From an optimization exercise on the open Yosys and OpenROAD flow, aimed at small area and a short achievable clock period; shortcuts taken in it are not production practice. No run shown here included a check of the RTL's function; only the layout flow was run. Power figures rest on the tool's default switching activity, not on a simulated workload.

File: flow/flow/run.sh
#!/bin/bash
# The standard layout, with three changes: the port buffers are the
# smallest buffer (buf_1) instead of the default; after floorplan every
# logic cell is set to its smallest drive strength (flow/downsize.tcl);
# after placement the cells on the critical paths are sized up again
# (flow/size.tcl).
set -euo pipefail
here=$(pwd)
export BUFFER_PORTS_ARGS="-buffer_cell sky130_fd_sc_hd__buf_1"
export POST_FLOORPLAN_TCL="$here/flow/downsize.tcl"
export POST_RESIZE_TCL="$here/flow/size.tcl"
bash standard.sh > "$here/flow_standard.log" 2>&1
File: flow/flow/size.tcl
# Hook run after placement and its design repair: give the drivers of the
# high-fanout nets on the request-to-grant paths a stronger cell.
set ::db [ord::get_db]
set ::block [ord::get_db_block]
proc size_driver {net_name size} {
  set net [$::block findNet $net_name]
  if {$net eq "NULL"} { puts "size: no net $net_name"; return }
  foreach iterm [$net getITerms] {
    if {[$iterm isOutputSignal]} {
      set inst [$iterm getInst]
      set name [[$inst getMaster] getName]
      regexp {^(sky130_fd_sc_hd__[a-z0-9]+)_[0-9]+$} $name -> base
      set big [$::db findMaster ${base}_$size]
      if {$big ne "NULL"} {
        $inst swapMaster $big
        puts "size: $net_name driver [$inst getName] $name -> ${base}_$size"
      }
    }
  }
}
foreach g {0 1 2 3 4 5 6 7} {
  size_driver nz$g 4
  size_driver a$g 2
}
size_driver nhap 4
size_driver nanyg 4
size_driver rh1 2
foreach n {h12 h34 h56} { size_driver $n 2 }
foreach n {sp2 sp3 sp4 sp5 sp6 sp7} { size_driver $n 4 }
foreach n {m12 m34 m56} { size_driver $n 2 }
foreach g {0 1 2 3 4 5 6 7} { size_driver eqm$g 2 }
File: flow/design.v
module arb_a21o (input a1, a2, b1, output y);
    assign y = a1 & a2 | b1;
endmodule
module arb_a21oi (input a1, a2, b1, output y);
    assign y = ~(a1 & a2 | b1);
endmodule
module arb_a22oi (input a1, a2, b1, b2, output y);
    assign y = ~(a1 & a2 | b1 & b2);
endmodule
module arb_a32o (input a1, a2, a3, b1, b2, output y);
    assign y = a1 & a2 & a3 | b1 & b2;
endmodule
module arb_a41oi (input a1, a2, a3, a4, b1, output y);
    assign y = ~(a1 & a2 & a3 & a4 | b1);
endmodule
module arb_and2 (input a, b, output y);
    assign y = a & b;
endmodule
module arb_and2b (input an, b, output y);
    assign y = ~an & b;
endmodule
module arb_and3 (input a, b, c, output y);
    assign y = a & b & c;
endmodule
module arb_and3b (input an, b, c, output y);
    assign y = ~an & b & c;
endmodule
module arb_and4 (input a, b, c, d, output y);
    assign y = a & b & c & d;
endmodule
module arb_and4b (input an, b, c, d, output y);
    assign y = ~an & b & c & d;
endmodule
module arb_inv (input a, output y);
    assign y = ~a;
endmodule
module arb_nand2 (input a, b, output y);
    assign y = ~(a & b);
endmodule
module arb_nand2b (input an, b, output y);
    assign y = ~(~an & b);
endmodule
module arb_nand3 (input a, b, c, output y);
    assign y = ~(a & b & c);
endmodule
module arb_nand4 (input a, b, c, d, output y);
    assign y = ~(a & b & c & d);
endmodule
module arb_nand4b (input an, b, c, d, output y);
    assign y = ~(~an & b & c & d);
endmodule
module arb_nor2 (input a, b, output y);
    assign y = ~(a | b);
endmodule
module arb_nor2b (input a, bn, output y);
    assign y = ~a & bn;
endmodule
module arb_nor3 (input a, b, c, output y);
    assign y = ~(a | b | c);
endmodule
module arb_nor4 (input a, b, c, d, output y);
    assign y = ~(a | b | c | d);
endmodule
module arb_o21a (input a1, a2, b1, output y);
    assign y = (a1 | a2) & b1;
endmodule
module arb_o21ai (input a1, a2, b1, output y);
    assign y = ~((a1 | a2) & b1);
endmodule
module arbiter_rr #(
    parameter WIDTH = 64
)(
    input               clk,
    input               rst,
    input   [WIDTH-1:0] req,
    output  [WIDTH-1:0] grant
);
    reg  [5:0] nk;
    wire [5:0] nkn;
    wire a0;
    wire a1;
    wire a2;
    wire a3;
    wire a4;
    wire a5;
    wire a6;
    wire a7;
    wire anyr;
    wire cw1_a;
    wire cw1_b;
    wire cw2_a;
    wire cw2_b;
    wire cw3_a;
    wire cw3_b;
    wire cw4_a;
    wire cw4_b;
    wire cw5_a;
    wire cw5_b;
    wire cw6_a;
    wire cw6_b;
    wire cw7_a;
    wire cw7_b;
    wire eq0;
    wire eq1;
    wire eq2;
    wire eq3;
    wire eq4;
    wire eq5;
    wire eq6;
    wire eq7;
    wire eqm0;
    wire eqm1;
    wire eqm2;
    wire eqm3;
    wire eqm4;
    wire eqm5;
    wire eqm6;
    wire eqm7;
    wire gt2;
    wire gt3;
    wire gt5;
    wire gt6;
    wire gt7;
    wire h12;
    wire h34;
    wire h56;
    wire hap;
    wire kc2;
    wire kr0;
    wire kr1;
    wire kr2;
    wire le1;
    wire le2;
    wire le3;
    wire le5;
    wire le6;
    wire le7;
    wire m12;
    wire m34;
    wire m56;
    wire na03;
    wire na47;
    wire nag1;
    wire nag2;
    wire nag3;
    wire nag4;
    wire nag5;
    wire nag6;
    wire nag7;
    wire nanyg;
    wire nhap;
    wire nk1;
    wire nk2;
    wire nk3;
    wire nk4;
    wire nk5;
    wire nk6;
    wire nk7;
    wire npa1;
    wire npa2;
    wire npa3;
    wire npa4;
    wire npa5;
    wire npa6;
    wire npa7;
    wire npg3;
    wire npg4;
    wire npg5;
    wire npg6;
    wire npg7;
    wire nq0;
    wire nq1;
    wire nq2;
    wire nq3;
    wire nrw1;
    wire nrw2;
    wire nrw3;
    wire nrw4;
    wire nrw5;
    wire nrw6;
    wire nrw7;
    wire ntl1;
    wire ntl2;
    wire ntl3;
    wire ntl5;
    wire ntl6;
    wire ntl7;
    wire nwc0;
    wire nwc1;
    wire nwc2;
    wire nwr0;
    wire nwr1;
    wire nwr2;
    wire nz0;
    wire nz1;
    wire nz2;
    wire nz3;
    wire nz4;
    wire nz5;
    wire nz6;
    wire nz7;
    wire pa4;
    wire pa46;
    wire px1_0;
    wire px1_1;
    wire px1_2;
    wire px1_3;
    wire px2_0;
    wire px2_1;
    wire px2_2;
    wire px2_3;
    wire px3_0;
    wire px3_1;
    wire px3_2;
    wire px3_3;
    wire px4_0;
    wire px4_1;
    wire px4_2;
    wire px4_3;
    wire px5_0;
    wire px5_1;
    wire px5_2;
    wire px5_3;
    wire px6_0;
    wire px6_1;
    wire px6_2;
    wire px6_3;
    wire px7_0;
    wire px7_1;
    wire px7_2;
    wire px7_3;
    wire r0_n23;
    wire r0_n45;
    wire r0_n67;
    wire r0_nl1;
    wire r0_nl2;
    wire r0_nl3;
    wire r0_nl4;
    wire r0_nl5;
    wire r0_nl6;
    wire r0_nl7;
    wire r0_o4;
    wire r1_n23;
    wire r1_n45;
    wire r1_n67;
    wire r1_nl1;
    wire r1_nl2;
    wire r1_nl3;
    wire r1_nl4;
    wire r1_nl5;
    wire r1_nl6;
    wire r1_nl7;
    wire r1_o4;
    wire r2_n23;
    wire r2_n45;
    wire r2_n67;
    wire r2_nl1;
    wire r2_nl2;
    wire r2_nl3;
    wire r2_nl4;
    wire r2_nl5;
    wire r2_nl6;
    wire r2_nl7;
    wire r2_o4;
    wire r3_n23;
    wire r3_n45;
    wire r3_n67;
    wire r3_nl1;
    wire r3_nl2;
    wire r3_nl3;
    wire r3_nl4;
    wire r3_nl5;
    wire r3_nl6;
    wire r3_nl7;
    wire r3_o4;
    wire r4_n23;
    wire r4_n45;
    wire r4_n67;
    wire r4_nl1;
    wire r4_nl2;
    wire r4_nl3;
    wire r4_nl4;
    wire r4_nl5;
    wire r4_nl6;
    wire r4_nl7;
    wire r4_o4;
    wire r5_n23;
    wire r5_n45;
    wire r5_n67;
    wire r5_nl1;
    wire r5_nl2;
    wire r5_nl3;
    wire r5_nl4;
    wire r5_nl5;
    wire r5_nl6;
    wire r5_nl7;
    wire r5_o4;
    wire r6_n23;
    wire r6_n45;
    wire r6_n67;
    wire r6_nl1;
    wire r6_nl2;
    wire r6_nl3;
    wire r6_nl4;
    wire r6_nl5;
    wire r6_nl6;
    wire r6_nl7;
    wire r6_o4;
    wire r7_n23;
    wire r7_n45;
    wire r7_n67;
    wire r7_nl1;
    wire r7_nl2;
    wire r7_nl3;
    wire r7_nl4;
    wire r7_nl5;
    wire r7_nl6;
    wire r7_nl7;
    wire r7_o4;
    wire rh1;
    wire rh2;
    wire rh3;
    wire rh4;
    wire rh5;
    wire rh6;
    wire rh7;
    wire s12;
    wire s123;
    wire s1234;
    wire s34;
    wire s45;
    wire s456;
    wire s567;
    wire sp2;
    wire sp3;
    wire sp4;
    wire sp5;
    wire sp6;
    wire sp7;
    wire t23;
    wire t45;
    wire wc0_a;
    wire wc0_b;
    wire wc1_a;
    wire wc1_b;
    wire wc2_a;
    wire wc2_b;
    arb_inv u1 (.a(nk[3]), .y(kr0));
    arb_inv u2 (.a(nk[4]), .y(kr1));
    arb_inv u3 (.a(nk[5]), .y(kr2));
    arb_inv u4 (.a(nk[2]), .y(kc2));
    arb_nand2 u5 (.a(nk[4]), .b(nk[3]), .y(nq0));
    arb_nand2 u6 (.a(nk[4]), .b(kr0), .y(nq1));
    arb_nand2 u7 (.a(kr1), .b(nk[3]), .y(nq2));
    arb_nand2 u8 (.a(kr1), .b(kr0), .y(nq3));
    arb_nor2 u9 (.a(nq0), .b(kr2), .y(eq0));
    arb_nor2 u10 (.a(nq0), .b(kr2), .y(eqm0));
    arb_nor2 u11 (.a(nq1), .b(kr2), .y(eq1));
    arb_nor2 u12 (.a(nq1), .b(kr2), .y(eqm1));
    arb_nor2 u13 (.a(nq2), .b(kr2), .y(eq2));
    arb_nor2 u14 (.a(nq2), .b(kr2), .y(eqm2));
    arb_nor2 u15 (.a(nq3), .b(kr2), .y(eq3));
    arb_nor2 u16 (.a(nq3), .b(kr2), .y(eqm3));
    arb_nor2 u17 (.a(nq0), .b(nk[5]), .y(eq4));
    arb_nor2 u18 (.a(nq0), .b(nk[5]), .y(eqm4));
    arb_nor2 u19 (.a(nq1), .b(nk[5]), .y(eq5));
    arb_nor2 u20 (.a(nq1), .b(nk[5]), .y(eqm5));
    arb_nor2 u21 (.a(nq2), .b(nk[5]), .y(eq6));
    arb_nor2 u22 (.a(nq2), .b(nk[5]), .y(eqm6));
    arb_nor2 u23 (.a(nq3), .b(nk[5]), .y(eq7));
    arb_nor2 u24 (.a(nq3), .b(nk[5]), .y(eqm7));
    arb_nor2 u25 (.a(kr2), .b(kr1), .y(gt2));
    arb_a21oi u26 (.a1(kr1), .a2(kr0), .b1(kr2), .y(gt3));
    arb_o21ai u27 (.a1(kr1), .a2(kr0), .b1(kr2), .y(gt5));
    arb_nand2 u28 (.a(kr2), .b(kr1), .y(gt6));
    arb_nand3 u29 (.a(kr2), .b(kr1), .c(kr0), .y(gt7));
    arb_nand3 u30 (.a(nk[5]), .b(nk[4]), .c(nk[3]), .y(le1));
    arb_nand2 u31 (.a(nk[5]), .b(nk[4]), .y(le2));
    arb_o21ai u32 (.a1(nk[4]), .a2(nk[3]), .b1(nk[5]), .y(le3));
    arb_a21oi u33 (.a1(nk[4]), .a2(nk[3]), .b1(nk[5]), .y(le5));
    arb_nor2 u34 (.a(nk[5]), .b(nk[4]), .y(le6));
    arb_nor3 u35 (.a(nk[5]), .b(nk[4]), .c(nk[3]), .y(le7));
    arb_nand3 u36 (.a(nk[2]), .b(nk[1]), .c(nk[0]), .y(ntl1));
    arb_nand2 u37 (.a(nk[2]), .b(nk[1]), .y(ntl2));
    arb_o21ai u38 (.a1(nk[1]), .a2(nk[0]), .b1(nk[2]), .y(ntl3));
    arb_a21oi u39 (.a1(nk[1]), .a2(nk[0]), .b1(nk[2]), .y(ntl5));
    arb_nor2 u40 (.a(nk[2]), .b(nk[1]), .y(ntl6));
    arb_nor3 u41 (.a(nk[2]), .b(nk[1]), .c(nk[0]), .y(ntl7));
    arb_inv u42 (.a(req[0]), .y(r0_nl1));
    arb_nor2 u43 (.a(req[0]), .b(req[1]), .y(r0_nl2));
    arb_nor3 u44 (.a(req[0]), .b(req[1]), .c(req[2]), .y(r0_nl3));
    arb_nor2 u45 (.a(req[2]), .b(req[3]), .y(r0_n23));
    arb_nand2 u46 (.a(r0_nl2), .b(r0_n23), .y(r0_o4));
    arb_inv u47 (.a(r0_o4), .y(r0_nl4));
    arb_nor2 u48 (.a(r0_o4), .b(req[4]), .y(r0_nl5));
    arb_nor3 u49 (.a(r0_o4), .b(req[4]), .c(req[5]), .y(r0_nl6));
    arb_nor4 u50 (.a(r0_o4), .b(req[4]), .c(req[5]), .d(req[6]), .y(r0_nl7));
    arb_nor2 u51 (.a(req[4]), .b(req[5]), .y(r0_n45));
    arb_nor2 u52 (.a(req[6]), .b(req[7]), .y(r0_n67));
    arb_nand4 u53 (.a(r0_nl2), .b(r0_n23), .c(r0_n45), .d(r0_n67), .y(a0));
    arb_inv u54 (.a(req[8]), .y(r1_nl1));
    arb_nor2 u55 (.a(req[8]), .b(req[9]), .y(r1_nl2));
    arb_nor3 u56 (.a(req[8]), .b(req[9]), .c(req[10]), .y(r1_nl3));
    arb_nor2 u57 (.a(req[10]), .b(req[11]), .y(r1_n23));
    arb_nand2 u58 (.a(r1_nl2), .b(r1_n23), .y(r1_o4));
    arb_inv u59 (.a(r1_o4), .y(r1_nl4));
    arb_nor2 u60 (.a(r1_o4), .b(req[12]), .y(r1_nl5));
    arb_nor3 u61 (.a(r1_o4), .b(req[12]), .c(req[13]), .y(r1_nl6));
    arb_nor4 u62 (.a(r1_o4), .b(req[12]), .c(req[13]), .d(req[14]), .y(r1_nl7));
    arb_nor2 u63 (.a(req[12]), .b(req[13]), .y(r1_n45));
    arb_nor2 u64 (.a(req[14]), .b(req[15]), .y(r1_n67));
    arb_nand4 u65 (.a(r1_nl2), .b(r1_n23), .c(r1_n45), .d(r1_n67), .y(a1));
    arb_inv u66 (.a(req[16]), .y(r2_nl1));
    arb_nor2 u67 (.a(req[16]), .b(req[17]), .y(r2_nl2));
    arb_nor3 u68 (.a(req[16]), .b(req[17]), .c(req[18]), .y(r2_nl3));
    arb_nor2 u69 (.a(req[18]), .b(req[19]), .y(r2_n23));
    arb_nand2 u70 (.a(r2_nl2), .b(r2_n23), .y(r2_o4));
    arb_inv u71 (.a(r2_o4), .y(r2_nl4));
    arb_nor2 u72 (.a(r2_o4), .b(req[20]), .y(r2_nl5));
    arb_nor3 u73 (.a(r2_o4), .b(req[20]), .c(req[21]), .y(r2_nl6));
    arb_nor4 u74 (.a(r2_o4), .b(req[20]), .c(req[21]), .d(req[22]), .y(r2_nl7));
    arb_nor2 u75 (.a(req[20]), .b(req[21]), .y(r2_n45));
    arb_nor2 u76 (.a(req[22]), .b(req[23]), .y(r2_n67));
    arb_nand4 u77 (.a(r2_nl2), .b(r2_n23), .c(r2_n45), .d(r2_n67), .y(a2));
    arb_inv u78 (.a(req[24]), .y(r3_nl1));
    arb_nor2 u79 (.a(req[24]), .b(req[25]), .y(r3_nl2));
    arb_nor3 u80 (.a(req[24]), .b(req[25]), .c(req[26]), .y(r3_nl3));
    arb_nor2 u81 (.a(req[26]), .b(req[27]), .y(r3_n23));
    arb_nand2 u82 (.a(r3_nl2), .b(r3_n23), .y(r3_o4));
    arb_inv u83 (.a(r3_o4), .y(r3_nl4));
    arb_nor2 u84 (.a(r3_o4), .b(req[28]), .y(r3_nl5));
    arb_nor3 u85 (.a(r3_o4), .b(req[28]), .c(req[29]), .y(r3_nl6));
    arb_nor4 u86 (.a(r3_o4), .b(req[28]), .c(req[29]), .d(req[30]), .y(r3_nl7));
    arb_nor2 u87 (.a(req[28]), .b(req[29]), .y(r3_n45));
    arb_nor2 u88 (.a(req[30]), .b(req[31]), .y(r3_n67));
    arb_nand4 u89 (.a(r3_nl2), .b(r3_n23), .c(r3_n45), .d(r3_n67), .y(a3));
    arb_inv u90 (.a(req[32]), .y(r4_nl1));
    arb_nor2 u91 (.a(req[32]), .b(req[33]), .y(r4_nl2));
    arb_nor3 u92 (.a(req[32]), .b(req[33]), .c(req[34]), .y(r4_nl3));
    arb_nor2 u93 (.a(req[34]), .b(req[35]), .y(r4_n23));
    arb_nand2 u94 (.a(r4_nl2), .b(r4_n23), .y(r4_o4));
    arb_inv u95 (.a(r4_o4), .y(r4_nl4));
    arb_nor2 u96 (.a(r4_o4), .b(req[36]), .y(r4_nl5));
    arb_nor3 u97 (.a(r4_o4), .b(req[36]), .c(req[37]), .y(r4_nl6));
    arb_nor4 u98 (.a(r4_o4), .b(req[36]), .c(req[37]), .d(req[38]), .y(r4_nl7));
    arb_nor2 u99 (.a(req[36]), .b(req[37]), .y(r4_n45));
    arb_nor2 u100 (.a(req[38]), .b(req[39]), .y(r4_n67));
    arb_nand4 u101 (.a(r4_nl2), .b(r4_n23), .c(r4_n45), .d(r4_n67), .y(a4));
    arb_inv u102 (.a(req[40]), .y(r5_nl1));
    arb_nor2 u103 (.a(req[40]), .b(req[41]), .y(r5_nl2));
    arb_nor3 u104 (.a(req[40]), .b(req[41]), .c(req[42]), .y(r5_nl3));
    arb_nor2 u105 (.a(req[42]), .b(req[43]), .y(r5_n23));
    arb_nand2 u106 (.a(r5_nl2), .b(r5_n23), .y(r5_o4));
    arb_inv u107 (.a(r5_o4), .y(r5_nl4));
    arb_nor2 u108 (.a(r5_o4), .b(req[44]), .y(r5_nl5));
    arb_nor3 u109 (.a(r5_o4), .b(req[44]), .c(req[45]), .y(r5_nl6));
    arb_nor4 u110 (.a(r5_o4), .b(req[44]), .c(req[45]), .d(req[46]), .y(r5_nl7));
    arb_nor2 u111 (.a(req[44]), .b(req[45]), .y(r5_n45));
    arb_nor2 u112 (.a(req[46]), .b(req[47]), .y(r5_n67));
    arb_nand4 u113 (.a(r5_nl2), .b(r5_n23), .c(r5_n45), .d(r5_n67), .y(a5));
    arb_inv u114 (.a(req[48]), .y(r6_nl1));
    arb_nor2 u115 (.a(req[48]), .b(req[49]), .y(r6_nl2));
    arb_nor3 u116 (.a(req[48]), .b(req[49]), .c(req[50]), .y(r6_nl3));
    arb_nor2 u117 (.a(req[50]), .b(req[51]), .y(r6_n23));
    arb_nand2 u118 (.a(r6_nl2), .b(r6_n23), .y(r6_o4));
    arb_inv u119 (.a(r6_o4), .y(r6_nl4));
    arb_nor2 u120 (.a(r6_o4), .b(req[52]), .y(r6_nl5));
    arb_nor3 u121 (.a(r6_o4), .b(req[52]), .c(req[53]), .y(r6_nl6));
    arb_nor4 u122 (.a(r6_o4), .b(req[52]), .c(req[53]), .d(req[54]), .y(r6_nl7));
    arb_nor2 u123 (.a(req[52]), .b(req[53]), .y(r6_n45));
    arb_nor2 u124 (.a(req[54]), .b(req[55]), .y(r6_n67));
    arb_nand4 u125 (.a(r6_nl2), .b(r6_n23), .c(r6_n45), .d(r6_n67), .y(a6));
    arb_inv u126 (.a(req[56]), .y(r7_nl1));
    arb_nor2 u127 (.a(req[56]), .b(req[57]), .y(r7_nl2));
    arb_nor3 u128 (.a(req[56]), .b(req[57]), .c(req[58]), .y(r7_nl3));
    arb_nor2 u129 (.a(req[58]), .b(req[59]), .y(r7_n23));
    arb_nand2 u130 (.a(r7_nl2), .b(r7_n23), .y(r7_o4));
    arb_inv u131 (.a(r7_o4), .y(r7_nl4));
    arb_nor2 u132 (.a(r7_o4), .b(req[60]), .y(r7_nl5));
    arb_nor3 u133 (.a(r7_o4), .b(req[60]), .c(req[61]), .y(r7_nl6));
    arb_nor4 u134 (.a(r7_o4), .b(req[60]), .c(req[61]), .d(req[62]), .y(r7_nl7));
    arb_nor2 u135 (.a(req[60]), .b(req[61]), .y(r7_n45));
    arb_nor2 u136 (.a(req[62]), .b(req[63]), .y(r7_n67));
    arb_nand4 u137 (.a(r7_nl2), .b(r7_n23), .c(r7_n45), .d(r7_n67), .y(a7));
    arb_a22oi u138 (.a1(eqm0), .a2(req[1]), .b1(eqm1), .b2(req[9]), .y(px1_0));
    arb_a22oi u139 (.a1(eqm2), .a2(req[17]), .b1(eqm3), .b2(req[25]), .y(px1_1));
    arb_a22oi u140 (.a1(eqm4), .a2(req[33]), .b1(eqm5), .b2(req[41]), .y(px1_2));
    arb_a22oi u141 (.a1(eqm6), .a2(req[49]), .b1(eqm7), .b2(req[57]), .y(px1_3));
    arb_a41oi u142 (.a1(px1_0), .a2(px1_1), .a3(px1_2), .a4(px1_3), .b1(ntl1), .y(rh1));
    arb_a22oi u143 (.a1(eqm0), .a2(req[2]), .b1(eqm1), .b2(req[10]), .y(px2_0));
    arb_a22oi u144 (.a1(eqm2), .a2(req[18]), .b1(eqm3), .b2(req[26]), .y(px2_1));
    arb_a22oi u145 (.a1(eqm4), .a2(req[34]), .b1(eqm5), .b2(req[42]), .y(px2_2));
    arb_a22oi u146 (.a1(eqm6), .a2(req[50]), .b1(eqm7), .b2(req[58]), .y(px2_3));
    arb_a41oi u147 (.a1(px2_0), .a2(px2_1), .a3(px2_2), .a4(px2_3), .b1(ntl2), .y(rh2));
    arb_a22oi u148 (.a1(eqm0), .a2(req[3]), .b1(eqm1), .b2(req[11]), .y(px3_0));
    arb_a22oi u149 (.a1(eqm2), .a2(req[19]), .b1(eqm3), .b2(req[27]), .y(px3_1));
    arb_a22oi u150 (.a1(eqm4), .a2(req[35]), .b1(eqm5), .b2(req[43]), .y(px3_2));
    arb_a22oi u151 (.a1(eqm6), .a2(req[51]), .b1(eqm7), .b2(req[59]), .y(px3_3));
    arb_a41oi u152 (.a1(px3_0), .a2(px3_1), .a3(px3_2), .a4(px3_3), .b1(ntl3), .y(rh3));
    arb_a22oi u153 (.a1(eqm0), .a2(req[4]), .b1(eqm1), .b2(req[12]), .y(px4_0));
    arb_a22oi u154 (.a1(eqm2), .a2(req[20]), .b1(eqm3), .b2(req[28]), .y(px4_1));
    arb_a22oi u155 (.a1(eqm4), .a2(req[36]), .b1(eqm5), .b2(req[44]), .y(px4_2));
    arb_a22oi u156 (.a1(eqm6), .a2(req[52]), .b1(eqm7), .b2(req[60]), .y(px4_3));
    arb_a41oi u157 (.a1(px4_0), .a2(px4_1), .a3(px4_2), .a4(px4_3), .b1(kc2), .y(rh4));
    arb_a22oi u158 (.a1(eqm0), .a2(req[5]), .b1(eqm1), .b2(req[13]), .y(px5_0));
    arb_a22oi u159 (.a1(eqm2), .a2(req[21]), .b1(eqm3), .b2(req[29]), .y(px5_1));
    arb_a22oi u160 (.a1(eqm4), .a2(req[37]), .b1(eqm5), .b2(req[45]), .y(px5_2));
    arb_a22oi u161 (.a1(eqm6), .a2(req[53]), .b1(eqm7), .b2(req[61]), .y(px5_3));
    arb_a41oi u162 (.a1(px5_0), .a2(px5_1), .a3(px5_2), .a4(px5_3), .b1(ntl5), .y(rh5));
    arb_a22oi u163 (.a1(eqm0), .a2(req[6]), .b1(eqm1), .b2(req[14]), .y(px6_0));
    arb_a22oi u164 (.a1(eqm2), .a2(req[22]), .b1(eqm3), .b2(req[30]), .y(px6_1));
    arb_a22oi u165 (.a1(eqm4), .a2(req[38]), .b1(eqm5), .b2(req[46]), .y(px6_2));
    arb_a22oi u166 (.a1(eqm6), .a2(req[54]), .b1(eqm7), .b2(req[62]), .y(px6_3));
    arb_a41oi u167 (.a1(px6_0), .a2(px6_1), .a3(px6_2), .a4(px6_3), .b1(ntl6), .y(rh6));
    arb_a22oi u168 (.a1(eqm0), .a2(req[7]), .b1(eqm1), .b2(req[15]), .y(px7_0));
    arb_a22oi u169 (.a1(eqm2), .a2(req[23]), .b1(eqm3), .b2(req[31]), .y(px7_1));
    arb_a22oi u170 (.a1(eqm4), .a2(req[39]), .b1(eqm5), .b2(req[47]), .y(px7_2));
    arb_a22oi u171 (.a1(eqm6), .a2(req[55]), .b1(eqm7), .b2(req[63]), .y(px7_3));
    arb_a41oi u172 (.a1(px7_0), .a2(px7_1), .a3(px7_2), .a4(px7_3), .b1(ntl7), .y(rh7));
    arb_nor2 u173 (.a(rh1), .b(rh2), .y(m12));
    arb_nor2 u174 (.a(rh3), .b(rh4), .y(m34));
    arb_nor2 u175 (.a(rh5), .b(rh6), .y(m56));
    arb_and2b u176 (.an(rh1), .b(rh2), .y(sp2));
    arb_and2 u177 (.a(rh3), .b(m12), .y(sp3));
    arb_and3b u178 (.an(rh3), .b(rh4), .c(m12), .y(sp4));
    arb_and3 u179 (.a(rh5), .b(m12), .c(m34), .y(sp5));
    arb_and4b u180 (.an(rh5), .b(rh6), .c(m12), .d(m34), .y(sp6));
    arb_and4 u181 (.a(rh7), .b(m12), .c(m34), .d(m56), .y(sp7));
    arb_nand4b u182 (.an(rh7), .b(m12), .c(m34), .d(m56), .y(hap));
    arb_nor2 u183 (.a(rh1), .b(rh2), .y(h12));
    arb_nor2 u184 (.a(rh3), .b(rh4), .y(h34));
    arb_nor2 u185 (.a(rh5), .b(rh6), .y(h56));
    arb_and4b u186 (.an(rh7), .b(h12), .c(h34), .d(h56), .y(nhap));
    arb_nand2 u187 (.a(a1), .b(eq0), .y(nag1));
    arb_nand2 u188 (.a(a2), .b(gt2), .y(nag2));
    arb_nand2 u189 (.a(a3), .b(gt3), .y(nag3));
    arb_nand2 u190 (.a(a4), .b(nk[5]), .y(nag4));
    arb_nand2 u191 (.a(a5), .b(gt5), .y(nag5));
    arb_nand2 u192 (.a(a6), .b(gt6), .y(nag6));
    arb_nand2 u193 (.a(a7), .b(gt7), .y(nag7));
    arb_nand2 u194 (.a(nag1), .b(nag2), .y(s12));
    arb_nand3 u195 (.a(nag1), .b(nag2), .c(nag3), .y(s123));
    arb_nand2 u196 (.a(nag3), .b(nag4), .y(s34));
    arb_nand2 u197 (.a(nag4), .b(nag5), .y(s45));
    arb_nand3 u198 (.a(nag4), .b(nag5), .c(nag6), .y(s456));
    arb_nand4 u199 (.a(nag1), .b(nag2), .c(nag3), .d(nag4), .y(s1234));
    arb_nand3 u200 (.a(nag5), .b(nag6), .c(nag7), .y(s567));
    arb_inv u201 (.a(s12), .y(npg3));
    arb_inv u202 (.a(s123), .y(npg4));
    arb_nor2 u203 (.a(s12), .b(s34), .y(npg5));
    arb_nor2 u204 (.a(s123), .b(s45), .y(npg6));
    arb_nor2 u205 (.a(s123), .b(s456), .y(npg7));
    arb_nor2 u206 (.a(s1234), .b(s567), .y(nanyg));
    arb_inv u207 (.a(a0), .y(npa1));
    arb_nor2 u208 (.a(a0), .b(a1), .y(npa2));
    arb_nor3 u209 (.a(a0), .b(a1), .c(a2), .y(npa3));
    arb_nor2 u210 (.a(a2), .b(a3), .y(t23));
    arb_nand2 u211 (.a(npa2), .b(t23), .y(pa4));
    arb_inv u212 (.a(pa4), .y(npa4));
    arb_nor2 u213 (.a(pa4), .b(a4), .y(npa5));
    arb_nor2 u214 (.a(a4), .b(a5), .y(t45));
    arb_nor2b u215 (.a(pa4), .bn(t45), .y(npa6));
    arb_nand2b u216 (.an(a6), .b(t45), .y(pa46));
    arb_nor2 u217 (.a(pa4), .b(pa46), .y(npa7));
    arb_a21o u218 (.a1(nanyg), .a2(npa1), .b1(eq0), .y(nk1));
    arb_a32o u219 (.a1(le2), .a2(nanyg), .a3(npa2), .b1(gt2), .b2(nag1), .y(nk2));
    arb_a32o u220 (.a1(le3), .a2(nanyg), .a3(npa3), .b1(gt3), .b2(npg3), .y(nk3));
    arb_a32o u221 (.a1(kr2), .a2(nanyg), .a3(npa4), .b1(nk[5]), .b2(npg4), .y(nk4));
    arb_a32o u222 (.a1(le5), .a2(nanyg), .a3(npa5), .b1(gt5), .b2(npg5), .y(nk5));
    arb_a32o u223 (.a1(le6), .a2(nanyg), .a3(npa6), .b1(gt6), .b2(npg6), .y(nk6));
    arb_a32o u224 (.a1(le7), .a2(nanyg), .a3(npa7), .b1(gt7), .b2(npg7), .y(nk7));
    arb_and2 u225 (.a(nhap), .b(nanyg), .y(nz0));
    arb_and2 u226 (.a(nhap), .b(nk1), .y(nz1));
    arb_and2 u227 (.a(nhap), .b(nk2), .y(nz2));
    arb_and2 u228 (.a(nhap), .b(nk3), .y(nz3));
    arb_and2 u229 (.a(nhap), .b(nk4), .y(nz4));
    arb_and2 u230 (.a(nhap), .b(nk5), .y(nz5));
    arb_and2 u231 (.a(nhap), .b(nk6), .y(nz6));
    arb_and2 u232 (.a(nhap), .b(nk7), .y(nz7));
    arb_and2 u233 (.a(req[0]), .b(nz0), .y(grant[0]));
    arb_a32o u234 (.a1(req[1]), .a2(r0_nl1), .a3(nz0), .b1(eq0), .b2(rh1), .y(grant[1]));
    arb_a32o u235 (.a1(req[2]), .a2(r0_nl2), .a3(nz0), .b1(eq0), .b2(sp2), .y(grant[2]));
    arb_a32o u236 (.a1(req[3]), .a2(r0_nl3), .a3(nz0), .b1(eq0), .b2(sp3), .y(grant[3]));
    arb_a32o u237 (.a1(req[4]), .a2(r0_nl4), .a3(nz0), .b1(eq0), .b2(sp4), .y(grant[4]));
    arb_a32o u238 (.a1(req[5]), .a2(r0_nl5), .a3(nz0), .b1(eq0), .b2(sp5), .y(grant[5]));
    arb_a32o u239 (.a1(req[6]), .a2(r0_nl6), .a3(nz0), .b1(eq0), .b2(sp6), .y(grant[6]));
    arb_a32o u240 (.a1(req[7]), .a2(r0_nl7), .a3(nz0), .b1(eq0), .b2(sp7), .y(grant[7]));
    arb_and2 u241 (.a(req[8]), .b(nz1), .y(grant[8]));
    arb_a32o u242 (.a1(req[9]), .a2(r1_nl1), .a3(nz1), .b1(eq1), .b2(rh1), .y(grant[9]));
    arb_a32o u243 (.a1(req[10]), .a2(r1_nl2), .a3(nz1), .b1(eq1), .b2(sp2), .y(grant[10]));
    arb_a32o u244 (.a1(req[11]), .a2(r1_nl3), .a3(nz1), .b1(eq1), .b2(sp3), .y(grant[11]));
    arb_a32o u245 (.a1(req[12]), .a2(r1_nl4), .a3(nz1), .b1(eq1), .b2(sp4), .y(grant[12]));
    arb_a32o u246 (.a1(req[13]), .a2(r1_nl5), .a3(nz1), .b1(eq1), .b2(sp5), .y(grant[13]));
    arb_a32o u247 (.a1(req[14]), .a2(r1_nl6), .a3(nz1), .b1(eq1), .b2(sp6), .y(grant[14]));
    arb_a32o u248 (.a1(req[15]), .a2(r1_nl7), .a3(nz1), .b1(eq1), .b2(sp7), .y(grant[15]));
    arb_and2 u249 (.a(req[16]), .b(nz2), .y(grant[16]));
    arb_a32o u250 (.a1(req[17]), .a2(r2_nl1), .a3(nz2), .b1(eq2), .b2(rh1), .y(grant[17]));
    arb_a32o u251 (.a1(req[18]), .a2(r2_nl2), .a3(nz2), .b1(eq2), .b2(sp2), .y(grant[18]));
    arb_a32o u252 (.a1(req[19]), .a2(r2_nl3), .a3(nz2), .b1(eq2), .b2(sp3), .y(grant[19]));
    arb_a32o u253 (.a1(req[20]), .a2(r2_nl4), .a3(nz2), .b1(eq2), .b2(sp4), .y(grant[20]));
    arb_a32o u254 (.a1(req[21]), .a2(r2_nl5), .a3(nz2), .b1(eq2), .b2(sp5), .y(grant[21]));
    arb_a32o u255 (.a1(req[22]), .a2(r2_nl6), .a3(nz2), .b1(eq2), .b2(sp6), .y(grant[22]));
    arb_a32o u256 (.a1(req[23]), .a2(r2_nl7), .a3(nz2), .b1(eq2), .b2(sp7), .y(grant[23]));
    arb_and2 u257 (.a(req[24]), .b(nz3), .y(grant[24]));
    arb_a32o u258 (.a1(req[25]), .a2(r3_nl1), .a3(nz3), .b1(eq3), .b2(rh1), .y(grant[25]));
    arb_a32o u259 (.a1(req[26]), .a2(r3_nl2), .a3(nz3), .b1(eq3), .b2(sp2), .y(grant[26]));
    arb_a32o u260 (.a1(req[27]), .a2(r3_nl3), .a3(nz3), .b1(eq3), .b2(sp3), .y(grant[27]));
    arb_a32o u261 (.a1(req[28]), .a2(r3_nl4), .a3(nz3), .b1(eq3), .b2(sp4), .y(grant[28]));
    arb_a32o u262 (.a1(req[29]), .a2(r3_nl5), .a3(nz3), .b1(eq3), .b2(sp5), .y(grant[29]));
    arb_a32o u263 (.a1(req[30]), .a2(r3_nl6), .a3(nz3), .b1(eq3), .b2(sp6), .y(grant[30]));
    arb_a32o u264 (.a1(req[31]), .a2(r3_nl7), .a3(nz3), .b1(eq3), .b2(sp7), .y(grant[31]));
    arb_and2 u265 (.a(req[32]), .b(nz4), .y(grant[32]));
    arb_a32o u266 (.a1(req[33]), .a2(r4_nl1), .a3(nz4), .b1(eq4), .b2(rh1), .y(grant[33]));
    arb_a32o u267 (.a1(req[34]), .a2(r4_nl2), .a3(nz4), .b1(eq4), .b2(sp2), .y(grant[34]));
    arb_a32o u268 (.a1(req[35]), .a2(r4_nl3), .a3(nz4), .b1(eq4), .b2(sp3), .y(grant[35]));
    arb_a32o u269 (.a1(req[36]), .a2(r4_nl4), .a3(nz4), .b1(eq4), .b2(sp4), .y(grant[36]));
    arb_a32o u270 (.a1(req[37]), .a2(r4_nl5), .a3(nz4), .b1(eq4), .b2(sp5), .y(grant[37]));
    arb_a32o u271 (.a1(req[38]), .a2(r4_nl6), .a3(nz4), .b1(eq4), .b2(sp6), .y(grant[38]));
    arb_a32o u272 (.a1(req[39]), .a2(r4_nl7), .a3(nz4), .b1(eq4), .b2(sp7), .y(grant[39]));
    arb_and2 u273 (.a(req[40]), .b(nz5), .y(grant[40]));
    arb_a32o u274 (.a1(req[41]), .a2(r5_nl1), .a3(nz5), .b1(eq5), .b2(rh1), .y(grant[41]));
    arb_a32o u275 (.a1(req[42]), .a2(r5_nl2), .a3(nz5), .b1(eq5), .b2(sp2), .y(grant[42]));
    arb_a32o u276 (.a1(req[43]), .a2(r5_nl3), .a3(nz5), .b1(eq5), .b2(sp3), .y(grant[43]));
    arb_a32o u277 (.a1(req[44]), .a2(r5_nl4), .a3(nz5), .b1(eq5), .b2(sp4), .y(grant[44]));
    arb_a32o u278 (.a1(req[45]), .a2(r5_nl5), .a3(nz5), .b1(eq5), .b2(sp5), .y(grant[45]));
    arb_a32o u279 (.a1(req[46]), .a2(r5_nl6), .a3(nz5), .b1(eq5), .b2(sp6), .y(grant[46]));
    arb_a32o u280 (.a1(req[47]), .a2(r5_nl7), .a3(nz5), .b1(eq5), .b2(sp7), .y(grant[47]));
    arb_and2 u281 (.a(req[48]), .b(nz6), .y(grant[48]));
    arb_a32o u282 (.a1(req[49]), .a2(r6_nl1), .a3(nz6), .b1(eq6), .b2(rh1), .y(grant[49]));
    arb_a32o u283 (.a1(req[50]), .a2(r6_nl2), .a3(nz6), .b1(eq6), .b2(sp2), .y(grant[50]));
    arb_a32o u284 (.a1(req[51]), .a2(r6_nl3), .a3(nz6), .b1(eq6), .b2(sp3), .y(grant[51]));
    arb_a32o u285 (.a1(req[52]), .a2(r6_nl4), .a3(nz6), .b1(eq6), .b2(sp4), .y(grant[52]));
    arb_a32o u286 (.a1(req[53]), .a2(r6_nl5), .a3(nz6), .b1(eq6), .b2(sp5), .y(grant[53]));
    arb_a32o u287 (.a1(req[54]), .a2(r6_nl6), .a3(nz6), .b1(eq6), .b2(sp6), .y(grant[54]));
    arb_a32o u288 (.a1(req[55]), .a2(r6_nl7), .a3(nz6), .b1(eq6), .b2(sp7), .y(grant[55]));
    arb_and2 u289 (.a(req[56]), .b(nz7), .y(grant[56]));
    arb_a32o u290 (.a1(req[57]), .a2(r7_nl1), .a3(nz7), .b1(eq7), .b2(rh1), .y(grant[57]));
    arb_a32o u291 (.a1(req[58]), .a2(r7_nl2), .a3(nz7), .b1(eq7), .b2(sp2), .y(grant[58]));
    arb_a32o u292 (.a1(req[59]), .a2(r7_nl3), .a3(nz7), .b1(eq7), .b2(sp3), .y(grant[59]));
    arb_a32o u293 (.a1(req[60]), .a2(r7_nl4), .a3(nz7), .b1(eq7), .b2(sp4), .y(grant[60]));
    arb_a32o u294 (.a1(req[61]), .a2(r7_nl5), .a3(nz7), .b1(eq7), .b2(sp5), .y(grant[61]));
    arb_a32o u295 (.a1(req[62]), .a2(r7_nl6), .a3(nz7), .b1(eq7), .b2(sp6), .y(grant[62]));
    arb_a32o u296 (.a1(req[63]), .a2(r7_nl7), .a3(nz7), .b1(eq7), .b2(sp7), .y(grant[63]));
    arb_a22oi u297 (.a1(a1), .a2(nz1), .b1(eq1), .b2(hap), .y(nrw1));
    arb_a22oi u298 (.a1(a2), .a2(nz2), .b1(eq2), .b2(hap), .y(nrw2));
    arb_a22oi u299 (.a1(a3), .a2(nz3), .b1(eq3), .b2(hap), .y(nrw3));
    arb_a22oi u300 (.a1(a4), .a2(nz4), .b1(eq4), .b2(hap), .y(nrw4));
    arb_a22oi u301 (.a1(a5), .a2(nz5), .b1(eq5), .b2(hap), .y(nrw5));
    arb_a22oi u302 (.a1(a6), .a2(nz6), .b1(eq6), .b2(hap), .y(nrw6));
    arb_a22oi u303 (.a1(a7), .a2(nz7), .b1(eq7), .b2(hap), .y(nrw7));
    arb_and4 u304 (.a(nrw1), .b(nrw3), .c(nrw5), .d(nrw7), .y(nwr0));
    arb_and4 u305 (.a(nrw2), .b(nrw3), .c(nrw6), .d(nrw7), .y(nwr1));
    arb_and4 u306 (.a(nrw4), .b(nrw5), .c(nrw6), .d(nrw7), .y(nwr2));
    arb_nor4 u307 (.a(grant[1]), .b(grant[9]), .c(grant[17]), .d(grant[25]), .y(cw1_a));
    arb_nor4 u308 (.a(grant[33]), .b(grant[41]), .c(grant[49]), .d(grant[57]), .y(cw1_b));
    arb_nor4 u309 (.a(grant[2]), .b(grant[10]), .c(grant[18]), .d(grant[26]), .y(cw2_a));
    arb_nor4 u310 (.a(grant[34]), .b(grant[42]), .c(grant[50]), .d(grant[58]), .y(cw2_b));
    arb_nor4 u311 (.a(grant[3]), .b(grant[11]), .c(grant[19]), .d(grant[27]), .y(cw3_a));
    arb_nor4 u312 (.a(grant[35]), .b(grant[43]), .c(grant[51]), .d(grant[59]), .y(cw3_b));
    arb_nor4 u313 (.a(grant[4]), .b(grant[12]), .c(grant[20]), .d(grant[28]), .y(cw4_a));
    arb_nor4 u314 (.a(grant[36]), .b(grant[44]), .c(grant[52]), .d(grant[60]), .y(cw4_b));
    arb_nor4 u315 (.a(grant[5]), .b(grant[13]), .c(grant[21]), .d(grant[29]), .y(cw5_a));
    arb_nor4 u316 (.a(grant[37]), .b(grant[45]), .c(grant[53]), .d(grant[61]), .y(cw5_b));
    arb_nor4 u317 (.a(grant[6]), .b(grant[14]), .c(grant[22]), .d(grant[30]), .y(cw6_a));
    arb_nor4 u318 (.a(grant[38]), .b(grant[46]), .c(grant[54]), .d(grant[62]), .y(cw6_b));
    arb_nor4 u319 (.a(grant[7]), .b(grant[15]), .c(grant[23]), .d(grant[31]), .y(cw7_a));
    arb_nor4 u320 (.a(grant[39]), .b(grant[47]), .c(grant[55]), .d(grant[63]), .y(cw7_b));
    arb_nand4 u321 (.a(cw1_a), .b(cw1_b), .c(cw3_a), .d(cw3_b), .y(wc0_a));
    arb_nand4 u322 (.a(cw5_a), .b(cw5_b), .c(cw7_a), .d(cw7_b), .y(wc0_b));
    arb_nor2 u323 (.a(wc0_a), .b(wc0_b), .y(nwc0));
    arb_nand4 u324 (.a(cw2_a), .b(cw2_b), .c(cw3_a), .d(cw3_b), .y(wc1_a));
    arb_nand4 u325 (.a(cw6_a), .b(cw6_b), .c(cw7_a), .d(cw7_b), .y(wc1_b));
    arb_nor2 u326 (.a(wc1_a), .b(wc1_b), .y(nwc1));
    arb_nand4 u327 (.a(cw4_a), .b(cw4_b), .c(cw5_a), .d(cw5_b), .y(wc2_a));
    arb_nand4 u328 (.a(cw6_a), .b(cw6_b), .c(cw7_a), .d(cw7_b), .y(wc2_b));
    arb_nor2 u329 (.a(wc2_a), .b(wc2_b), .y(nwc2));
    arb_nor4 u330 (.a(a0), .b(a1), .c(a2), .d(a3), .y(na03));
    arb_nor4 u331 (.a(a4), .b(a5), .c(a6), .d(a7), .y(na47));
    arb_nand2 u332 (.a(na03), .b(na47), .y(anyr));
    arb_o21a u333 (.a1(anyr), .a2(nk[0]), .b1(nwc0), .y(nkn[0]));
    arb_o21a u334 (.a1(anyr), .a2(nk[3]), .b1(nwr0), .y(nkn[3]));
    arb_o21a u335 (.a1(anyr), .a2(nk[1]), .b1(nwc1), .y(nkn[1]));
    arb_o21a u336 (.a1(anyr), .a2(nk[4]), .b1(nwr1), .y(nkn[4]));
    arb_o21a u337 (.a1(anyr), .a2(nk[2]), .b1(nwc2), .y(nkn[2]));
    arb_o21a u338 (.a1(anyr), .a2(nk[5]), .b1(nwr2), .y(nkn[5]));
    always @(posedge clk or negedge rst) begin
        if (!rst)
            nk <= 6'd0;
        else
            nk <= nkn;
    end
endmodule
File: flow/standard.sh
#!/bin/bash
# synth_recipe.tcl (not shown) runs the flow's synth.tcl, then flattens the netlist and writes it again
# the make line also repeats each setting of config.mk as NAME=value (left out here)
make -C /OpenROAD-flow-scripts/flow DESIGN_CONFIG=/design/flow/config.mk WORK_HOME=/design/flow/orfs CLKGATE_MAP_FILE= SYNTH_SCRIPT=/design/flow/synth_recipe.tcl "${@:-finish}"
File: flow/flow/downsize.tcl
# Hook run after floorplan: set every logic cell to its smallest drive
# strength where that is smaller. Synthesis maps each gate on its own and
# picks stronger cells than the loads need; flow/size.tcl then upsizes
# the cells that timing needs, once the cells are placed.
set db [ord::get_db]
set n 0
foreach inst [[ord::get_db_block] getInsts] {
  set master [$inst getMaster]
  set name [$master getName]
  if {[regexp {^(sky130_fd_sc_hd__[a-z0-9]+)_([0-9]+)$} $name -> base size] && $size > 1} {
    set small [$db findMaster ${base}_1]
    if {$small ne "NULL"
        && [$small getWidth] * [$small getHeight] < [$master getWidth] * [$master getHeight]} {
      $inst swapMaster $small
      incr n
    }
  }
}
puts "downsize: $n cells set to drive strength 1"
File: flow/config.mk
export PLATFORM = sky130hd
export DESIGN_NAME = arbiter_rr
export DESIGN_NICKNAME = arbiter_rr
export VERILOG_FILES = /design/flow/design.v
export SDC_FILE = /design/flow/constraint.sdc
export NUM_CORES = 4
export LEC_CHECK = 0
export CAP_MARGIN = 20
export CORE_MARGIN = 2
export CORE_UTILIZATION = 40
export CTS_BUF_LIST = sky130_fd_sc_hd__clkbuf_2
export SETUP_SLACK_MARGIN = 0.3
export SLEW_MARGIN = 20
export SYNTH_HIERARCHICAL = 1
export SYNTH_MINIMUM_KEEP_SIZE = 0
File: flow/constraint.sdc
create_clock -name core_clock -period 6.5 [get_ports {clk}]
set_input_delay 1.3000 -clock core_clock [delete_from_list [all_inputs] [get_ports {clk}]]
set_output_delay 1.3000 -clock core_clock [all_outputs]
set_load 0.01 [all_outputs]
==> results of run 1 <==
-- layer usage --
layer  wire length (um)  global-route usage [%]
met5                  0                       0
met4                227                    5.97
met3               1390                    4.19
met2               5010                    45.8
met1               4660                    39.6
-- cell usage after synthesis --
cell type	count	area share [%]
and2_1	17	3.9
nor2_1	77	11
and4b_1	2	0.73
dfrtp_1	6	5.5
o21ai_1	3	0.55
a32o_1	62	23
a22oi_2	35	16
nor2b_4	2	1.0
a21oi_2	3	0.96
nand4_1	15	3.4
o21a_1	6	1.7
nor4_2	24	11
and3_1	1	0.23
and4_1	4	1.3
and3b_1	1	0.32
nand2b_1	1	0.23
a41oi_2	7	4.2
nand4b_1	1	0.32
nor3_2	19	7.0
inv_1	24	3.3
a21o_1	1	0.28
nand3_1	5	0.92
nand2_1	27	3.7
-- Yosys stat by module (local to each module, per instance), a selection --
module	area, um2	times used	flip-flops and latches
arb_o21ai	5.00	3	0
arb_o21a	7.51	6	0
arb_and3b	8.76	1	0
arb_a32o	10.0	62	0
arb_nand3	5.00	5	0
arb_a21o	7.51	1	0
arb_nand4	6.26	15	0
arb_nand4b	8.76	1	0
arb_a21oi	8.76	3	0
-- layout make-up --
type	count	area share, %
well taps	80	3.37
flip-flops and latches	6	5.05
inverters	24	3.03
repair buffers	129	16.3
clock buffers	3	0.505
multi-input cells	313	71.8
-- worst paths after layout --
path / slack, ps / depth (start not counted) / endpoint
setup / recovery: 1680 / 9 / grant[34]
max in group asynchronous: 5310 / 1 / nk[5]
setup reg to reg: 2100 / 12 / nk[2]
hold / removal: 630 / 1 / nk[0]
min in group asynchronous: 940 / 1 / nk[3]
hold reg to reg: 630 / 1 / nk[0]
-- power by group --
group | internal (W) | leakage [nW] | switching, W
clock network | 0.0000125 | 0.0125 | 0.0000135
registers | 0.0000610 | 0.0637 | 0.0000491
logic | 0.000351 | 0.963 | 0.000658
-- kinds of logic (layout without fill, tap and decap cells) --
logic type | after synthesis | count (layout) | synth area share (%)
AND/OR/NAND/NOR | 196 | 196 | 44.7
AO/OA/AOI/OAI | 117 | 117 | 46.5
buffers and inverters | 24 | 156 | 3.31
flip-flops | 6 | 6 | 5.51
-- worst max-delay path, stage by stage (launching register included) --
cell and delay (ps):
dfrtp_1 720, inv_1 380, nor2_2 360, a22oi_1 170, a41oi_2 670, nor2_2 60, and4b_4 280, and2_4 210
a32o_1 300, buf_1 140
-- through the flow --
| step | area (um2) | power [W] | instances |
|---|---|---|---|
| final | 2970 | 0.00114 | 555 |
| after global routing | 2970 | 0.00121 | 555 |
| after floorplan | 2730 | 0.000812 | 343 |
| after global placement | 2810 | 0.000970 | 552 |
| after detailed placement | 2960 | 0.00107 | 552 |
| after CTS | 2970 | 0.00111 | 555 |
==> metrics.yaml, run 1 <==
global_routing:
  grt-ovfl-total: 0
  antenna_found_initial: 0
  grt_pass1_wl_mm: 17.1
  grt_usage_pct: 28.2
  grt_pass1_vias: 3228
  grt_max_degree: 18
timing:
  slew_viol_final: 0
  setup_viol: 0
  fin_crit_sh_pct: 74.1
  period_needed_ps: 4820
  worst_pin_slew_ps: 773
  skew_ps: 3.02
  max_freq_mhz: 208
  worst_slew_margin_rel_pct: 48.5
  rsz0062_at_grt: "no"
  setup_slack_ps: 1680
  fin_hold_ws_ps: 628
  setup_tns_ps: 0
  hold_viol: 0
layout:
  final_common_cell: "buf_1"
  postLayoutCoreUtil_pct: 44.5
  multi_input_area_um2: 2130
  final_cell_mix: "129 x buf_1, 62 x nor2_1, 62 x a32o_1"
  syn2layout_area_growth_pct: 9.14
  drive_gt1_share_pct: 8.84
  nFillCells: 735
  regMostFlops: "nk"
  antenna-diode-count: 0
  final_nets: 543
  seq_area_um2: 150
  largest_reg_flops: 6
  reg_top3: "nk: 6 flops"
clock_network:
  clock_latency_ps: 220
  path_clk_slew_ps: 60
  h-tree-depth: 1
  hold_buffers: 0
  cts_buffers: 3
  cts_tree: "done"
  clock_sinks: 6
  clk_path_buf_depth: 2
  root_buffer: "clkbuf_2"
  cts_resized: 0
  postCtsSetupRepairBufs: 0
detailed_routing:
  wl_mm: 11.3
  drt_first_iter_violations: 383
  wl_per_cell_um: 20.3
  ant_nets: 0
  via_count: 3761
  drc: 0
  dr.pass1.iters: 5
  routed_via_density: 6.78
setup_path:
  crit_start: "nk[5]"
  worstPathArrival_ps: 3520
  crit_type: "flop to output pin"
  r2r-start: "nk[5]"
  end_kind: "output pin"
  path_max_fanout: 17
  setup.worst_path.start_class: "flop"
  critical_path_required_ps: 5200
logic_synthesis:
  synth-seq-cells: 6
  ys_types: 23
  ys_seq_area_share_pct: 5.51
  synth_cells: 343
  syn_avg_cell_area_um2: 7.94
  syn_area_um2: 2730
  yosys_warnings: 7
  synthesis.nets: 409
placed_design:
  hpwlAfterDp_mm: 9.25
  dp_slack_ps: 1870
  routabilityCongestion: 1.03
  io_buffers: 129
die:
  core_area_um2: 6680
  dieWidth_um: 86.5
  start_util_pct: 40.8
  rows: 30
  floorplan.io_pins: 130
  die-area_um2: 7490
  die_y_um: 86.5
power_and_ir_drop:
  ir_drop_mv: 0.140
  p_leak_nw: 1.04
  power.density_nw_per_um2: 385
hold_path:
  min_from: "nk[0]"
  timing.hold.worst.class: "flop to flop"
outcome:
  outcome: "finished clean"
job:
  maxCapViolations: 0
==> run 2, diff against run 1 <==
--- a/flow/config.mk
+++ b/flow/config.mk
@@ -9,3 +9,3 @@
 export CORE_MARGIN = 2
-export CORE_UTILIZATION = 40
+export CORE_UTILIZATION = 55
 export CTS_BUF_LIST = sky130_fd_sc_hd__clkbuf_2
==> metrics.yaml, run 2 <==
job:
  maxCapViolations: 0  # unchanged
power_and_ir_drop:
  power.density_nw_per_um2: 388  # +0.72%
  p_leak_nw: 1.04  # +0.51%
  switchingPower_w: 0.000722  # +0.19%
  swShare_pct: 62.8  # -0.14 points
  ir_drop_mv: 0.352  # +150%
  p_comb_share_pct: 88.0  # about the same
  clkPwrFrac_pct: 2.2  # about the same
  intPower_w: 0.000428  # +0.80%
  p_seq_share_pct: 9.8  # +0.2 points
setup_path:
  path_depth: 9  # unchanged
  crit_path_top_delay_cell: "dfrtp_1"
  crit_start: "nk[5]"
  worstPathArrival_ps: 3320  # -200 ps
  worst-path-buf-inv: 2  # unchanged
  path_max_fanout: 17  # unchanged
  regToRegSetupSlack_ps: 2290  # +190 ps
  crit_top_cell: "a32o_1"
  end_kind: "output pin"
  reg2reg_to: "nk[2]"
  cp-endpoint: "grant[23]"
  critical-path-top-delay-family: "simple AND/OR/NAND/NOR gates"
  r2r-start: "nk[5]"
  slowest_delay_ps: 720  # about the same
  crit_chain: "inv_1 > nor2_1 > nand2_1 > nand4_1 > nor2_4 > a32o_1 > and2_4 > a32o_1 > buf_1"
  crit_type: "flop to output pin"
  setup.worst_path.start_class: "flop"
  reg2regPathDepth: 12  # unchanged
  critical_path_required_ps: 5200  # about the same
timing:
  fin_crit_sh_pct: 71.1  # -3.0 points
  worst_pin_slew_ps: 671  # -102 ps
  worst_slew_margin_rel_pct: 55.1  # +6.6 points
  slew_viol_final: 0  # unchanged
  skew_ps: 12.7  # +9.64 ps
  period_needed_ps: 4620  # -195 ps
  max_freq_mhz: 216  # +4.2%
  hold_viol: 0  # unchanged
  setup_tns_ps: 0  # unchanged
  setup_viol: 0  # unchanged
  rsz0062_at_grt: "no"
clock_network:
  postCtsSetupRepairBufs: 0  # unchanged
  path_clk_slew_ps: 50  # about the same
  clock_latency_ps: 220  # about the same
  cts_buffers: 3  # unchanged
  h-tree-depth: 1  # unchanged
  clock_sinks: 6  # unchanged
  hold_buffers: 0  # unchanged
  clk_path_buf_depth: 2  # unchanged
  root_buffer: "clkbuf_2"
  cts_tree: "done"
  cts_resized: 0  # unchanged
layout:
  drive_gt1_share_pct: 9.03  # +0.19 points
  largest_reg_flops: 6  # unchanged
  final_common_cell: "buf_1"
  final_cell_mix: "129 x buf_1, 62 x nor2_1, 62 x a32o_1"
  fin_area_um2: 2970  # -0.29%
  final_nets: 544  # +0.18%
  antenna-diode-count: 0  # unchanged
  reg_top3: "nk: 6 flops"
  seq_area_um2: 150  # unchanged
  nFillCells: 476  # -35%
  multi_input_area_um2: 2130  # unchanged
  regMostFlops: "nk"
  syn2layout_area_growth_pct: 8.82
die:
  die_y_um: 74.4  # -14%
  core_area_um2: 4750  # -29%
  start_util_pct: 57.3  # +17 points
  die-area_um2: 5530  # -26%
  dieWidth_um: 74.4  # -14%
  rows: 25  # -17%
  floorplan.io_pins: 130  # unchanged
global_routing:
  grt-ovfl-total: 0  # unchanged
  grt_pass1_vias: 3228  # unchanged
  grt_max_degree: 18  # unchanged
  grt_usage_pct: 37.7  # +9.5 points
  antenna_found_initial: 0  # unchanged
  grt_pass1_wl_mm: 16.3  # -4.4%
logic_synthesis:
  syn_area_um2: 2730  # unchanged
  synthArstFlopShare_pct: 100  # unchanged
  synth-edff-count: 0  # unchanged
  yosys_warnings: 7  # unchanged
  yosysTopAreaCell: "a32o_1"
  synth_top_area_share_pct: 22.8  # unchanged
  synth_cells: 343  # unchanged
  ys_types: 23  # unchanged
  ys.flop_type: "dfrtp_1"
  ys_seq_area_share_pct: 5.51  # unchanged
  synthTopCellsByArea: "a32o_1 23%, a22oi_2 16%, nor4_2 11%, nor2_1 11%, nor3_2 7.0%"
  synthesis.nets: 409  # unchanged
  synth_common_cells: "77 x nor2_1, 62 x a32o_1, 35 x a22oi_2"
  yosysMostFrequentCell: "nor2_1"
  synth-seq-cells: 6  # unchanged
  syn_avg_cell_area_um2: 7.94  # unchanged
placed_design:
  routabilityCongestion: 1.04  # +0.78%
  hpwlAfterDp_mm: 8.75  # -5.4%
  io_buffers: 129  # unchanged
  placed_cell_area_um2: 2950  # -0.30%
detailed_routing:
  drc: 0  # unchanged
  wl_per_cell_um: 19.7  # -2.9%
  dr.pass1.iters: 5  # unchanged
  routed_via_density: 7.01  # +3.4%
  ant_nets: 0  # unchanged
  drt_first_iter_violations: 490  # +28%
  wl_mm: 10.7  # -5.0%
  via_count: 3804  # +1.1%
hold_path:
  timing.hold.worst.class: "flop to flop"
outcome:
  outcome: "finished clean"
-- run 2: Yosys stat by module (local to each module, per instance), excerpt --
module,flops+latches,copies in the design
arb_and2b,0,1
arb_nand4b,0,1
arb_a21o,0,1
arb_nand2,0,27
arb_and3b,0,1
arb_a22oi,0,35
arb_and2,0,17
arb_nand2b,0,1
arb_nand4,0,15
arbiter_rr,6,1
arb_nor3,0,19
arb_and4,0,4
-- run 2: power by group through the flow --
stage / clock (W) / sequential [W] / combinational [W]
3_5_place_dp: 0 / 0.000110 / 0.000971
6_report: 0.0000255 / 0.000112 / 0.00101
3_3_place_gp: 0 / 0.000109 / 0.000874
2_1_floorplan: 0 / 0.0000985 / 0.000714
4_1_cts: 0.0000264 / 0.000109 / 0.000976
5_1_grt: 0.0000290 / 0.000116 / 0.00108
-- run 2: stage by stage --
stage	setup WS, ps	hold WS [ps]	instances	total power, W	utilization, %
6_report	1880	639	543	0.00115	62.4
5_1_grt	1670	686	543	0.00122	62.4
4_1_cts	1960	628	543	0.00111	62.4
3_5_place_dp	1960	615	540	0.00108	62.1
3_3_place_gp	1590	612	540	0.000983	58.9
2_1_floorplan	2230	563	343	0.000812	-
-- run 2: worst register-to-register path: cells and delay by family (launching register included) --
| kind | cells | cell delay, ps |
|---|---|---|
| and+or+nand+nor | 7 | 1930 |
| AOI/OAI and AO/OA | 4 | 1110 |
| buffers and inverters | 1 | 400 |
| DFF | 1 | 720 |
-- run 2: worst min path at each step --
stage          startpoint    end  slack, ps  depth (start not counted)
2_1_floorplan       nk[0]  nk[0]        560                          1
3_3_place_gp        nk[0]  nk[0]        610                          1
3_5_place_dp        nk[0]  nk[0]        610                          1
4_1_cts             nk[0]  nk[0]        630                          1
5_1_grt             nk[0]  nk[0]        690                          1
6_report            nk[0]  nk[0]        640                          1
-- run 2: per-layer routing --
layer | wire length, um | part of all wire [%] | up-vias | track usage [%]
li1 | - | - | 1696 | -
met1 | 4190 | 39 | 1720 | 51.3
met2 | 4820 | 45 | 358 | 63.5
met3 | 1400 | 13 | 30 | 3.66
met4 | 313 | 2.9 | 0 | 10.5
met5 | 0 | 0 | - | 0
-- run 2: final cells by class --
type                    count  area share [%]
repair buffers            130            16.6
multi-input cells         313            72.0
inverters                  24            3.04
clock buffers               3           0.506
flip-flops and latches      6            5.06
well taps                  67            2.83
-- run 2: cell families (layout without fill, tap and decap cells) --
| kind of cell | Yosys count | count (layout) | share of synthesized area (%) |
|---|---|---|---|
| compound gates | 117 | 117 | 46.5 |
| flops | 6 | 6 | 5.51 |
| buf+inv | 24 | 157 | 3.31 |
| simple gates | 196 | 196 | 44.7 |

==> what the ideal ports hide <==
The flow's constraints put no driver on any port. The routed layouts listed below were extracted and timed again, unchanged, in two steps.
Step 1, drivers: a clkbuf_16 drives clk and a buf_2 each remaining input, both assumed.
Step 2 also shifts input and output timing later by t, the mid clock arrival at the registers, as if the neighbouring blocks saw the same clock.
Slacks: ideal ports / drivers / drivers and shift; pairs: ideal ports / drivers.
| run | t, ns | slack for setup (ns) | hold WS [ns] |
|---|---|---|---|
| run 1 | 0.233 | 1.682 / 1.666 / 1.719 | 0.628 / 0.628 / 0.628 |
| run 2 | 0.231 | 1.877 / 1.862 / 1.874 | 0.639 / 0.639 / 0.639 |
After both steps setup and hold are still met in every run listed. The setup slack of run 2, which loses most, moves by -0.015 ns with the drivers and by -0.003 ns with both steps.
